This design comes from an exercise in tuning for small area, a short achievable clock period and few clock cycles per item on the open sky130 flow, not from production work.
Function was checked by simulation only, so behaviour that the tests miss may differ from the original.

==> flow/standard.sh <==
#!/bin/bash
# synth_recipe.tcl (not shown) runs the flow's synth.tcl, then flattens the netlist and writes it again
# the make line also repeats each setting of config.mk as NAME=value (left out here)
make -C /OpenROAD-flow-scripts/flow DESIGN_CONFIG=/design/flow/config.mk WORK_HOME=/design/flow/orfs CLKGATE_MAP_FILE= SYNTH_SCRIPT=/design/flow/synth_recipe.tcl "${@:-finish}"
==> flow/design.v <==
module rsa #(
    parameter WIDTH = 32,
    parameter E_BITS = 32
)(
    input  wire                   clk,
    input  wire                   rst,
    input  wire                   start,
    input  wire [WIDTH-1:0]       M,
    input  wire [E_BITS-1:0]      E,
    input  wire [WIDTH-1:0]       N,
    input  wire [WIDTH-1:0]       N_INV,
    input  wire [WIDTH-1:0]       R2_MOD_N,
    output wire [WIDTH-1:0]       C,
    output reg                    done
);
    localparam K  = 4;           
    localparam W  = 38;          
    localparam AW = 34;          
    localparam PH_IDLE = 3'd0, PH_C1 = 3'd1, PH_C2 = 3'd2,
               PH_SQ = 3'd4, PH_MUL = 3'd5, PH_FIN = 3'd6;
    reg  [2:0]    ph;
    reg           it;          
    reg  [3:0]    j;           
    reg  [32:0]   res;         
    reg  [32:0]   mr;          
    reg  [AW-1:0] s, c;        
    reg           cin;         
    reg  [K-1:0]  a;           
    reg  [4:0]    idx;         
    reg           ebit;        
    reg           ez;          
    reg           isn;         
    reg  [3:0]    npr;         
    assign C = res[31:0];
    reg  [3:0] np;
    always @(*) begin
        case (N[3:1])
            3'd0: np = 4'd15;
            3'd1: np = 4'd5;
            3'd2: np = 4'd3;
            3'd3: np = 4'd9;
            3'd4: np = 4'd7;
            3'd5: np = 4'd13;
            3'd6: np = 4'd11;
            default: np = 4'd1;
        endcase
    end
    reg [4:0] lead;
    integer i;
    always @(*) begin
        lead = 5'd0;
        for (i = 0; i < 32; i = i + 1)
            if (E[i]) lead = i[4:0];
    end
    function [3:0] qmul(input [3:0] y, input [2:0] n);
        reg c2a, c2b, c2c, c2d;
        begin
            qmul[0] = y[0];
            qmul[1] = y[1] ^ (n[0] & y[0]);
            c2a = y[2]; c2b = n[0] & y[1]; c2c = n[1] & y[0]; c2d = n[0] & y[1] & y[0];
            qmul[2] = c2a ^ c2b ^ c2c ^ c2d;
            qmul[3] = y[3] ^ (n[0] & y[2]) ^ (n[1] & y[1]) ^ (n[2] & y[0])
                    ^ (c2a & c2b) ^ (c2a & c2c) ^ (c2a & c2d)
                    ^ (c2b & c2c) ^ (c2b & c2d) ^ (c2c & c2d);
        end
    endfunction
    reg  [3:0] t;              
    reg  [3:0] mlo;            
    wire [3:0] y_s = s[3:0] ^ c[3:0] ^ t;
    wire [3:0] y_k = {(s[2:0] & c[2:0]) | (s[2:0] & t[2:0]) | (c[2:0] & t[2:0]), 1'b0};
    wire [3:0] y_p = y_s ^ y_k;
    wire [3:0] y_g = y_s & y_k;
    wire [3:0] y_c;
    assign y_c[0] = cin;
    assign y_c[1] = y_g[0] | (y_p[0] & cin);
    assign y_c[2] = y_g[1] | (y_p[1] & y_g[0]) | (y_p[1] & y_p[0] & cin);
    assign y_c[3] = y_g[2] | (y_p[2] & y_g[1]) | (y_p[2] & y_p[1] & y_g[0])
                  | (y_p[2] & y_p[1] & y_p[0] & cin);
    wire [3:0] u = y_p ^ y_c;
    wire [3:0] q = qmul(u, npr[3:1]);
    wire [W-1:0] b0 = a[0] ? {5'b0, res}        : {W{1'b0}};
    wire [W-1:0] b1 = a[1] ? {4'b0, res, cin}   : {{(W-1){1'b0}}, cin};
    wire [W-1:0] b2 = a[2] ? {3'b0, res, 2'b0}  : {W{1'b0}};
    wire [W-1:0] b3 = a[3] ? {2'b0, res, 3'b0}  : {W{1'b0}};
    wire [W-1:0] n0 = q[0] ? {6'b0, N}          : {W{1'b0}};
    wire [W-1:0] n1 = q[1] ? {5'b0, N, 1'b0}    : {W{1'b0}};
    wire [W-1:0] n2 = q[2] ? {4'b0, N, 2'b0}    : {W{1'b0}};
    wire [W-1:0] n3 = q[3] ? {3'b0, N, 3'b0}    : {W{1'b0}};
    wire [W-1:0] s0 = {4'b0, s};
    wire [W-1:0] c0 = {4'b0, c};
    wire [W-1:0] l1a_s = s0 ^ c0 ^ b0;
    wire [W-1:0] l1a_c = ((s0 & c0) | (s0 & b0) | (c0 & b0)) << 1;
    wire [W-1:0] l1b_s = b1 ^ b2 ^ b3;
    wire [W-1:0] l1b_c = ((b1 & b2) | (b1 & b3) | (b2 & b3)) << 1;
    wire [W-1:0] l2_s  = l1a_s ^ l1a_c ^ l1b_s;
    wire [W-1:0] l2_c  = ((l1a_s & l1a_c) | (l1a_s & l1b_s) | (l1a_c & l1b_s)) << 1;
    wire [W-1:0] l3_s  = l2_s ^ l2_c ^ l1b_c;
    wire [W-1:0] l3_c  = ((l2_s & l2_c) | (l2_s & l1b_c) | (l2_c & l1b_c)) << 1;
    wire [W-1:0] l4a_s = l3_s ^ l3_c ^ n0;
    wire [W-1:0] l4a_c = ((l3_s & l3_c) | (l3_s & n0) | (l3_c & n0)) << 1;
    wire [W-1:0] l4b_s = n1 ^ n2 ^ n3;
    wire [W-1:0] l4b_c = ((n1 & n2) | (n1 & n3) | (n2 & n3)) << 1;
    wire [W-1:0] l5_s  = l4a_s ^ l4a_c ^ l4b_s;
    wire [W-1:0] l5_c  = ((l4a_s & l4a_c) | (l4a_s & l4b_s) | (l4a_c & l4b_s)) << 1;
    wire [W-1:0] l6_s  = l5_s ^ l5_c ^ l4b_c;
    wire [W-1:0] l6_c  = ((l5_s & l5_c) | (l5_s & l4b_c) | (l5_c & l4b_c)) << 1;
    wire cin_n = |l6_c[K-1:1];
    wire [AW-1:0] sum = s + c + {{(AW-1){1'b0}}, cin};
    wire [3:0] jn = j + 4'd1;
    wire [35:0] res_w = {3'b0, res};
    wire [35:0] mr_w  = {3'b0, mr};
    reg  [3:0] res_d, mr_d;
    always @(*) begin
        case (jn)
            4'd1: begin res_d = res_w[7:4];   mr_d = mr_w[7:4];   end
            4'd2: begin res_d = res_w[11:8];  mr_d = mr_w[11:8];  end
            4'd3: begin res_d = res_w[15:12]; mr_d = mr_w[15:12]; end
            4'd4: begin res_d = res_w[19:16]; mr_d = mr_w[19:16]; end
            4'd5: begin res_d = res_w[23:20]; mr_d = mr_w[23:20]; end
            4'd6: begin res_d = res_w[27:24]; mr_d = mr_w[27:24]; end
            4'd7: begin res_d = res_w[31:28]; mr_d = mr_w[31:28]; end
            4'd8: begin res_d = res_w[35:32]; mr_d = mr_w[35:32]; end
            default: begin res_d = 4'd0; mr_d = 4'd0; end
        endcase
    end
    wire last = (ph == PH_C1) ? (j == 4'd13) : (j == 4'd8);
    wire idx0 = (idx == 5'd0);
    reg [2:0] ph_nx;
    always @(*) begin
        case (ph)
            PH_C1:   ph_nx = PH_C2;
            PH_C2:   ph_nx = (ez | idx0) ? PH_FIN : PH_SQ;
            PH_SQ:   ph_nx = ebit ? PH_MUL : (idx0 ? PH_FIN : PH_SQ);
            PH_MUL:  ph_nx = idx0 ? PH_FIN : PH_SQ;
            default: ph_nx = PH_IDLE;
        endcase
    end
    wire idx_dec = (ph == PH_C2 || ph == PH_MUL || (ph == PH_SQ && !ebit)) && !idx0;
    always @(posedge clk) begin
        if (rst) begin
            ph   <= PH_IDLE;
            it   <= 1'b0;
            done <= 1'b0;
        end else begin
            done <= 1'b0;
            if (ph == PH_IDLE) begin
                if (start) begin
                    ph <= PH_C1;
                    it <= 1'b1;
                end
            end else if (it) begin
                if (last) it <= 1'b0;
            end else begin
                ph   <= ph_nx;
                it   <= (ph != PH_FIN);
                done <= (ph == PH_FIN);
            end
        end
    end
    reg [3:0]  a_nx;
    reg [32:0] res_nx;
    always @(*) begin
        a_nx   = a;
        res_nx = res;
        if (it) begin
            case (ph)
                PH_C1, PH_SQ: a_nx = res_d;
                PH_C2:        a_nx = ez ? 4'd0 : mr_d;
                PH_MUL:       a_nx = mr_d;
                default:      a_nx = 4'd0;
            endcase
        end else begin
            case (ph)
                PH_C1: begin
                    res_nx = ez ? sum[32:0] : {1'b0, M};
                    a_nx   = ez ? 4'd1 : sum[3:0];
                end
                PH_C2: begin
                    res_nx = sum[32:0];
                    a_nx   = (ph_nx == PH_FIN) ? 4'd1 : sum[3:0];
                end
                PH_SQ: begin
                    res_nx = sum[32:0];
                    a_nx   = ebit ? mr[3:0] : ((ph_nx == PH_FIN) ? 4'd1 : sum[3:0]);
                end
                PH_MUL: begin
                    res_nx = sum[32:0];
                    a_nx   = (ph_nx == PH_FIN) ? 4'd1 : sum[3:0];
                end
                default: begin    
                    res_nx = isn ? 33'd0 : sum[32:0];
                end
            endcase
        end
    end
    always @(posedge clk) begin
        npr  <= np;
        ebit <= E[idx];
        isn  <= (res == {1'b0, N});
        a    <= (ph == PH_IDLE) ? R2_MOD_N[3:0] : a_nx;
        res  <= (ph == PH_IDLE) ? {1'b0, R2_MOD_N} : res_nx;
        t    <= (ph == PH_IDLE) ? R2_MOD_N[3:0] * R2_MOD_N[3:0]
              : a_nx * ((!it && ph == PH_C1 && !ez) ? mlo : res_nx[3:0]);
        if (ph == PH_IDLE) mlo <= M[3:0];
        if (ph == PH_IDLE || !it) begin
            s   <= {AW{1'b0}};
            c   <= {AW{1'b0}};
            cin <= 1'b0;
            j   <= 4'd0;
        end else begin
            s   <= l6_s[W-1:K];
            c   <= l6_c[W-1:K];
            cin <= cin_n;
            j   <= jn;
        end
        if (ph == PH_IDLE) begin
            idx <= lead;
            ez  <= ~|E;
        end else if (!it) begin
            if (idx_dec) idx <= idx - 5'd1;
            if (ph == PH_C1 || ph == PH_C2) mr <= sum[32:0];
        end
    end
endmodule
==> flow/flow/fixpol.tcl <==
# PRE_FLOORPLAN_TCL: flip full adders to remove inverters (see fixpol.py).
# Writes fixpol_in.txt and fixpol_ops.txt in the flow's work folder (the
# parent of flow/), then returns to the folder it was called from.
set fixpol_dir [file dirname [file normalize [info script]]]
set fixpol_cwd [pwd]
cd [file dirname $fixpol_dir]
set block [ord::get_db_block]

set f [open fixpol_in.txt w]
foreach inst [$block getInsts] {
  puts $f "I [$inst getName] [[$inst getMaster] getName]"
  foreach it [$inst getITerms] {
    set net [$it getNet]
    if { $net eq "NULL" } { continue }
    if { [$net isSpecial] } { continue }
    set st [$net getSigType]
    if { $st eq "POWER" || $st eq "GROUND" } { continue }
    puts $f "P [$inst getName] [[$it getMTerm] getName] [$net getName] [$it getIoType]"
  }
}
foreach bt [$block getBTerms] {
  set net [$bt getNet]
  if { $net ne "NULL" } { puts $f "B [$bt getName] [$net getName]" }
}
close $f

set msg [exec python3 [file join $fixpol_dir fixpol.py] fixpol_in.txt fixpol_ops.txt]
puts $msg

set inv_master [[ord::get_db] findMaster sky130_fd_sc_hd__inv_1]
set f [open fixpol_ops.txt r]
set nops 0
while { [gets $f line] >= 0 } {
  set w [split [string trim $line] " "]
  if { [llength $w] == 0 } { continue }
  set op [lindex $w 0]
  incr nops
  if { $op eq "NEWINV" } {
    set out [odb::dbNet_create $block [lindex $w 3]]
    set inst [odb::dbInst_create $block $inv_master [lindex $w 1]]
    [$inst findITerm A] connect [$block findNet [lindex $w 2]]
    [$inst findITerm Y] connect $out
  } elseif { $op eq "MOVE" } {
    set it [[$block findInst [lindex $w 1]] findITerm [lindex $w 2]]
    $it disconnect
    $it connect [$block findNet [lindex $w 3]]
  } elseif { $op eq "DEL" } {
    odb::dbInst_destroy [$block findInst [lindex $w 1]]
  } elseif { $op eq "DELNET" } {
    set n [$block findNet [lindex $w 1]]
    if { $n ne "NULL" && [llength [$n getITerms]] == 0 && [llength [$n getBTerms]] == 0 } {
      odb::dbNet_destroy $n
    }
  }
}
close $f
puts "fixpol: applied $nops edits"
cd $fixpol_cwd
==> flow/flow/fixpol.py <==
#!/usr/bin/env python3
"""Remove inverters around full adders by flipping full adders.

A full adder is self-dual: FA(~a, ~b, ~c) = (~sum, ~cout). Flipping one
(feeding it complemented inputs, so that its outputs carry complemented
values) changes which signals need an inverter. This picks flips greedily to
reduce the number of inverters, then lists the netlist edits.

Input (from fixpol.tcl): lines
  I <inst> <master>
  P <inst> <pin> <net> <INPUT|OUTPUT|INOUT>
  B <port> <net>
Output: lines
  NEWINV <inst> <in_net> <out_net>     (create net out_net and an inverter)
  MOVE <inst> <pin> <net>              (reconnect a pin)
  DEL <inst>                           (delete an inverter)
  DELNET <net>
"""
import sys
from collections import defaultdict

FA_IN = ("A", "B", "CIN")
FA_OUT = ("SUM", "COUT")


def main(src, dst):
    master = {}
    pins = defaultdict(dict)          # inst -> pin -> net
    driver = {}                       # net -> (inst, pin) or ("<port>", name)
    loads = defaultdict(list)         # net -> [(inst, pin)]
    port_nets = set()
    for line in open(src):
        f = line.split()
        if not f:
            continue
        if f[0] == "I":
            master[f[1]] = f[2]
        elif f[0] == "P":
            inst, pin, net, io = f[1], f[2], f[3], f[4]
            pins[inst][pin] = net
            if io == "OUTPUT":
                driver[net] = (inst, pin)
            else:
                loads[net].append((inst, pin))
        elif f[0] == "B":
            port_nets.add(f[2])

    def is_inv(i):
        m = master.get(i, "")
        return m.startswith("sky130_fd_sc_hd__inv_")

    def is_fa(i):
        m = master.get(i, "")
        return m.startswith("sky130_fd_sc_hd__fa_")

    # root and phase of every net through chains of inverters
    memo = {}

    def root(net, depth=0):
        if net in memo:
            return memo[net]
        d = driver.get(net)
        if d is None or depth > 50:
            r = (net, 0)
        elif is_inv(d[0]) and pins[d[0]].get("A") is not None:
            rr, p = root(pins[d[0]]["A"], depth + 1)
            r = (rr, p ^ 1)
        else:
            r = (net, 0)
        memo[net] = r
        return r

    # the inverter tree of each root: inverters and the nets they drive
    tree_invs = defaultdict(list)
    tree_nets = defaultdict(set)
    for i, m in master.items():
        if is_inv(i) and "Y" in pins[i] and "A" in pins[i]:
            r, _ = root(pins[i]["A"])
            tree_invs[r].append(i)
            tree_nets[r].add(pins[i]["Y"])
    for net in list(driver) + list(loads):
        r, _ = root(net)
        tree_nets[r].add(net)

    # consumers of each root: every load pin that is not an inverter input
    cons = defaultdict(list)          # root -> [(inst, pin, phase)]
    for r, nets in tree_nets.items():
        for n in nets:
            _, p = root(n)
            for (i, pin) in loads[n]:
                if is_inv(i) and pin == "A":
                    continue
                cons[r].append((i, pin, p))

    # roots we may rewire: a cell drives them, no port or undriven net in the
    # tree, and every inverter in the tree has exactly A and Y
    fixed = set()
    for r, nets in tree_nets.items():
        d = driver.get(r)
        if d is None or any(n in port_nets for n in nets):
            fixed.add(r)
            continue
        for i in tree_invs[r]:
            if set(pins[i]) - {"A", "Y"}:
                fixed.add(r)

    fas = [i for i in master if is_fa(i)]
    # a full adder may flip only if all its input and output roots may change
    flippable = set()
    for i in fas:
        ok = all(p in pins[i] for p in FA_IN + FA_OUT)
        if ok:
            rs = [root(pins[i][p])[0] for p in FA_IN] + [pins[i][p] for p in FA_OUT]
            ok = all(r not in fixed for r in rs)
        if ok:
            flippable.add(i)

    flip = {i: 0 for i in fas}

    def drv_flip(r):
        d = driver.get(r)
        return flip.get(d[0], 0) if d else 0

    def need(r):
        """phases needed at the physical driver output of root r"""
        df = drv_flip(r)
        ph = set()
        for (i, pin, p) in cons[r]:
            cf = flip.get(i, 0) if pin in FA_IN else 0
            ph.add(p ^ cf ^ df)
        return ph

    def cost(r):
        return 1 if 1 in need(r) else 0

    def touched(i):
        rs = set(root(pins[i][p])[0] for p in FA_IN)
        rs |= set(pins[i][p] for p in FA_OUT)
        return rs

    before = sum(cost(r) for r in cons if r not in fixed)
    improved = True
    rounds = 0
    while improved and rounds < 50:
        improved = False
        rounds += 1
        for i in sorted(flippable):
            rs = touched(i)
            c0 = sum(cost(r) for r in rs)
            flip[i] ^= 1
            c1 = sum(cost(r) for r in rs)
            if c1 < c0:
                improved = True
            else:
                flip[i] ^= 1
    after = sum(cost(r) for r in cons if r not in fixed)

    ops = []
    k = 0
    changed = set()
    for i in fas:
        if flip[i]:
            changed |= touched(i)
    for r in sorted(changed):
        if r in fixed:
            continue
        df = drv_flip(r)
        inv_net = None
        moves = []
        for (i, pin, p) in cons[r]:
            cf = flip.get(i, 0) if pin in FA_IN else 0
            want = p ^ cf ^ df
            if want:
                if inv_net is None:
                    k += 1
                    inv_net = "polfix_n%d" % k
                    ops.append("NEWINV polfix_i%d %s %s" % (k, r, inv_net))
                moves.append((i, pin, inv_net))
            else:
                moves.append((i, pin, r))
        for (i, pin, net) in moves:
            if pins[i][pin] != net:
                ops.append("MOVE %s %s %s" % (i, pin, net))
        for inv in tree_invs[r]:
            ops.append("DEL %s" % inv)
            ops.append("DELNET %s" % pins[inv]["Y"])
    with open(dst, "w") as g:
        g.write("\n".join(ops) + "\n")
    print("fixpol: %d full adders, %d flippable, %d flipped; inverted roots %d -> %d"
          % (len(fas), len(flippable), sum(flip.values()), before, after))


if __name__ == "__main__":
    main(sys.argv[1], sys.argv[2])
==> flow/constraint.sdc <==
create_clock -name core_clock -period 15.0 [get_ports {clk}]
set_input_delay 3.0000 -clock core_clock [delete_from_list [all_inputs] [get_ports {clk}]]
set_output_delay 3.0000 -clock core_clock [all_outputs]
set_load 0.01 [all_outputs]
==> flow/flow/run.sh <==
#!/bin/bash
# Standard layout (the standard.sh: standard synthesis, floorplan, place,
# CTS, route) with three changes to how it is made:
#  - before floorplanning, flow/fixpol.tcl (with flow/fixpol.py) flips full
#    adders to remove inverters around them (FA(~a,~b,~c) = ~FA(a,b,c)); the
#    registers and the logic function are unchanged;
#  - ORFS's repair_timing is asked for 10 ns of setup margin instead of 0, so
#    that it also shortens paths that already meet the 15 ns clock;
#  - the port buffers that global placement inserts are sky130_fd_sc_hd__buf_1.
# The SDC and the clock period are the standard flow's. Make's output goes to
# make_finish.log; fixpol writes fixpol_in.txt and fixpol_ops.txt here.
set -euo pipefail
bash standard.sh SETUP_SLACK_MARGIN=10 'BUFFER_PORTS_ARGS=-buffer_cell sky130_fd_sc_hd__buf_1' "PRE_FLOORPLAN_TCL=$(pwd)/flow/fixpol.tcl" finish > make_finish.log 2>&1
==> flow/config.mk <==
export PLATFORM = sky130hd
export DESIGN_NAME = rsa
export DESIGN_NICKNAME = rsa
export VERILOG_FILES = /design/flow/design.v
export SDC_FILE = /design/flow/constraint.sdc
export NUM_CORES = 4
export LEC_CHECK = 0
export ABC_AREA = 1
export ABC_CLOCK_PERIOD_IN_PS = 5000
export CAP_MARGIN = 20
export CORE_MARGIN = 2
export CORE_UTILIZATION = 60
export CTS_BUF_LIST = sky130_fd_sc_hd__clkbuf_16
export CTS_CLUSTER_DIAMETER = 250
export CTS_CLUSTER_SIZE = 60
export PLACE_DENSITY = 0.7
export SLEW_MARGIN = 20
==> results.txt <==
The detailed-route vias per instance is 5.709. In this run the worst hold path is classified as reg -> reg. The effective utilization at floorplan is 0.6140. The initial antenna violation count came to 0.

The final routed wire length divided by cell count is 19.70 um. The total inserted antenna cells came out at 0. Summed over all layers, the global routing overflow is 0. The H-tree level count is 4. The final weighted congestion in routability-driven placement came out at 0.9172. Along the worst path, the maximum fanout reaches 2. The post-synthesis average cell area is 8.637 um^2.

The buffer cell driving the clock tree root is clkbuf_16. The highest attainable clock frequency came out at 202.4 MHz. The hold violation count in the final report is 0. The number of I/O port buffers is 163. The number of cells traversed by the worst register-to-register path came out at 20. In this run the critical register-to-register path is captured at s[16]$_SDFF_PP0_. After the first detailed-routing iteration, the DRC count stood at around 1100.

In the routed design, unresolved DRC markers number 0. The nature of the critical path endpoint is a flop. The arrival time of the worst setup path came out at 5280 ps. In this run the critical register-to-register path is launched from s[1]$_SDFF_PP0_. The number of warnings reported in the yosys synthesis log came out at 1. The synthesized netlist occupies a cell area of 0.01715 mm^2. The final-stage net count is 2587. The core outline area came out at 0.02793 mm^2. The capture point of the worst path is t[3]$_DFF_P_. The global-route total usage across every layer is 0.3274. Clock-pin slew was measured on the worst setup and hold paths at 70 ps. TritonCTS built the clock tree. The buffer levels on the longest clock path came out at 2. The die span in y is 173.1 um. The overall via count from detail_route came out at about 14000. The wire length after detailed routing is 49100 um. Setup repair after global routing could not meet its margin everywhere. The wire length of the first global-routing pass came out at 76450 um. The count of pins over their slew limit is 0.

The origin of the worst min-delay path is j[0]$_SDFF_PP0_. The count of max-cap constraint violations is 0. The total iterations of the first detailed-routing run is 7. Between clock sinks in the finished design, the worst skew comes to 12.30 ps.

The number of placed I/O pins came out at 196. The HPWL after detailed placement is around 36000 um. The number of filler instances in the final layout came out at 2361.

The run finished with no timing, DRC or antenna violations. The worst slew margin relative to its limit is 0.2462. The die is 173.1 um wide. In this run the register-to-register setup slack is ~10000 ps.

The critical path is of the in -> reg type. The number of global-route vias before repair came out at approximately 15000. Tracing the worst setup path back leads to its startpoint at M[2].

The floorplan row count is 61. The fraction of final layout cells with drive strength greater than 1 is 0.06717. The type of element launching the critical path is an input port. The maximum number of pins on one net before global-route repair is 63. The later pin in the worst-skew pair is clocked with a latency of approximately 450 ps. The worst path in the final design needs a cycle of 4940 ps, including I/O delays and setup.

The required time reported for the critical path endpoint is 15340 ps. The layout-stage area growth over the synthesis result came out at 9.556%. The number of sinks on the clock net is 167. The number of buffers created by CTS came out at 17. At the pin with the least slew margin, the transition time is 1121 ps. The post-synthesis instance total is 1986. The residual antenna-violating net count after detailed routing is 0. The count of final setup violators came out at 0. The total die area is 0.02996 mm^2. The sum of negative setup slack is 0 ps. When the netlist entered floorplanning its net count stood at roughly 2500.

The share of the clock period used by the worst path is 0.3293.
cell type report:
type	instances	area, um^2	share of cell area
repair buffers	189	930.9	0.04954
inverters	339	1281	0.06818
well taps	378	473.0	0.02517
multi-input cells	1387	11490	0.6116
flip-flops and latches	167	4065	0.2163
clock buffers	17	425.4	0.02264
clock inverters	15	122.6	0.006525
registers in the layout, indices dropped and copies added (netlist names), 3 cells and up:
signal,count
s,34
a,4
res,33
c,34
mlo,4
j,4
t,4
mr,33
npr,3
ph,3
idx,5
cell usage in the layout (no fill, tap or decap), drive strengths merged, types with 7 or more instances in the layout:
master / instances
clkbuf: 19
nor4: 14
a21oi: 62
buf: 187
nor3: 12
dfxtp: 96
fa: 259
edfxtp: 71
nand2: 390
nand3: 42
clkinv: 7
o21ai: 100
o22ai: 14
ha: 64
a22o: 31
a221oi: 10
xnor2: 14
o211ai: 28
nor2: 241
inv: 345
xor2: 51
nand4: 7
critical path: stages:
cell	delay, ps
buf_6	100
a22oi_2	160
nor2_1	80
a21oi_2	180
nand2_1	90
o21ai_2	70
nor2_1	60
ha_1	300
ha_1	300
ha_2	190
xnor2_2	140
xor2_1	190
xor2_1	200
nand3_1	90
nand2_1	70
o21ai_1	80
metrics by stage:
step | hold WS [ps] | instances | util | area, um^2 | setup WS, ps
floorplan | 484.0 | 1986 | - | 17160 | 9911
global placement | 526.5 | 2445 | 0.6401 | 17880 | 9604
detailed placement | 537.8 | 2445 | 0.6401 | 17880 | 9563
CTS | 551.9 | 2478 | 0.6602 | 18440 | 10010
global route | 597.5 | 2492 | 0.6727 | 18790 | 9859
finish | 553.4 | 2492 | 0.6727 | 18790 | 10060
how the worst min path moves through the flow:
stage | depth (start not counted) | end
2_1_floorplan | 2 | ph[0]$_SDFFE_PP0P_
3_3_place_gp | 1 | j[0]$_SDFF_PP0_
3_5_place_dp | 1 | j[0]$_SDFF_PP0_
4_1_cts | 1 | j[0]$_SDFF_PP0_
5_1_grt | 1 | ebit$_DFF_P_
6_report | 1 | j[0]$_SDFF_PP0_
what timing repair did:
action                     in CTS  in global routing
pin swaps                       0                 23
setup endpoints to repair      37                 52
setup buffers                   1                 11
hold endpoints to repair        0                  0
hold buffers                    0                  0
gates cloned                    0                  2
resized for setup               3                 50
per-layer routing:
layer	up-vias	track usage	wire, um	share of wire
met5	-	0	0	0
met4	0	0.1254	1694	0.035
met3	124	0.05585	3874	0.079
met2	626	0.5512	23860	0.49
met1	7017	0.4260	19670	0.40
li1	6460	-	-	-
Testbench counts, summed over its fixed seeds: cycles 112,410, items 320.

[re-timing with driven ports]
The results above use ideal ports. As a check the final layout listed here was re-extracted and re-timed, cells and wires unchanged. Step 1 sets driving cells, clkbuf_16 on the clock port and buf_2 on the other inputs (assumed; they add their load-dependent delay and slew). Step 2 moves the port delays by t, midway between the first and last clock arrival at a register: inputs arrive t later, outputs are due t later. That takes back most of the time a late clock gives input paths. Three values: ideal, step 1, step 2; two values: the first two.
t, ns: 0.495
setup WS [ns]: 10.060 / 10.076 / 9.581
hold WS [ns]: 0.553 / 0.553 / 0.553
slew at the worst register clock pin (ns): 0.08 / 0.08
After both steps this run still meets setup and hold. The setup slack of this run moves by +0.016 ns with the drivers and by -0.479 ns with both steps.
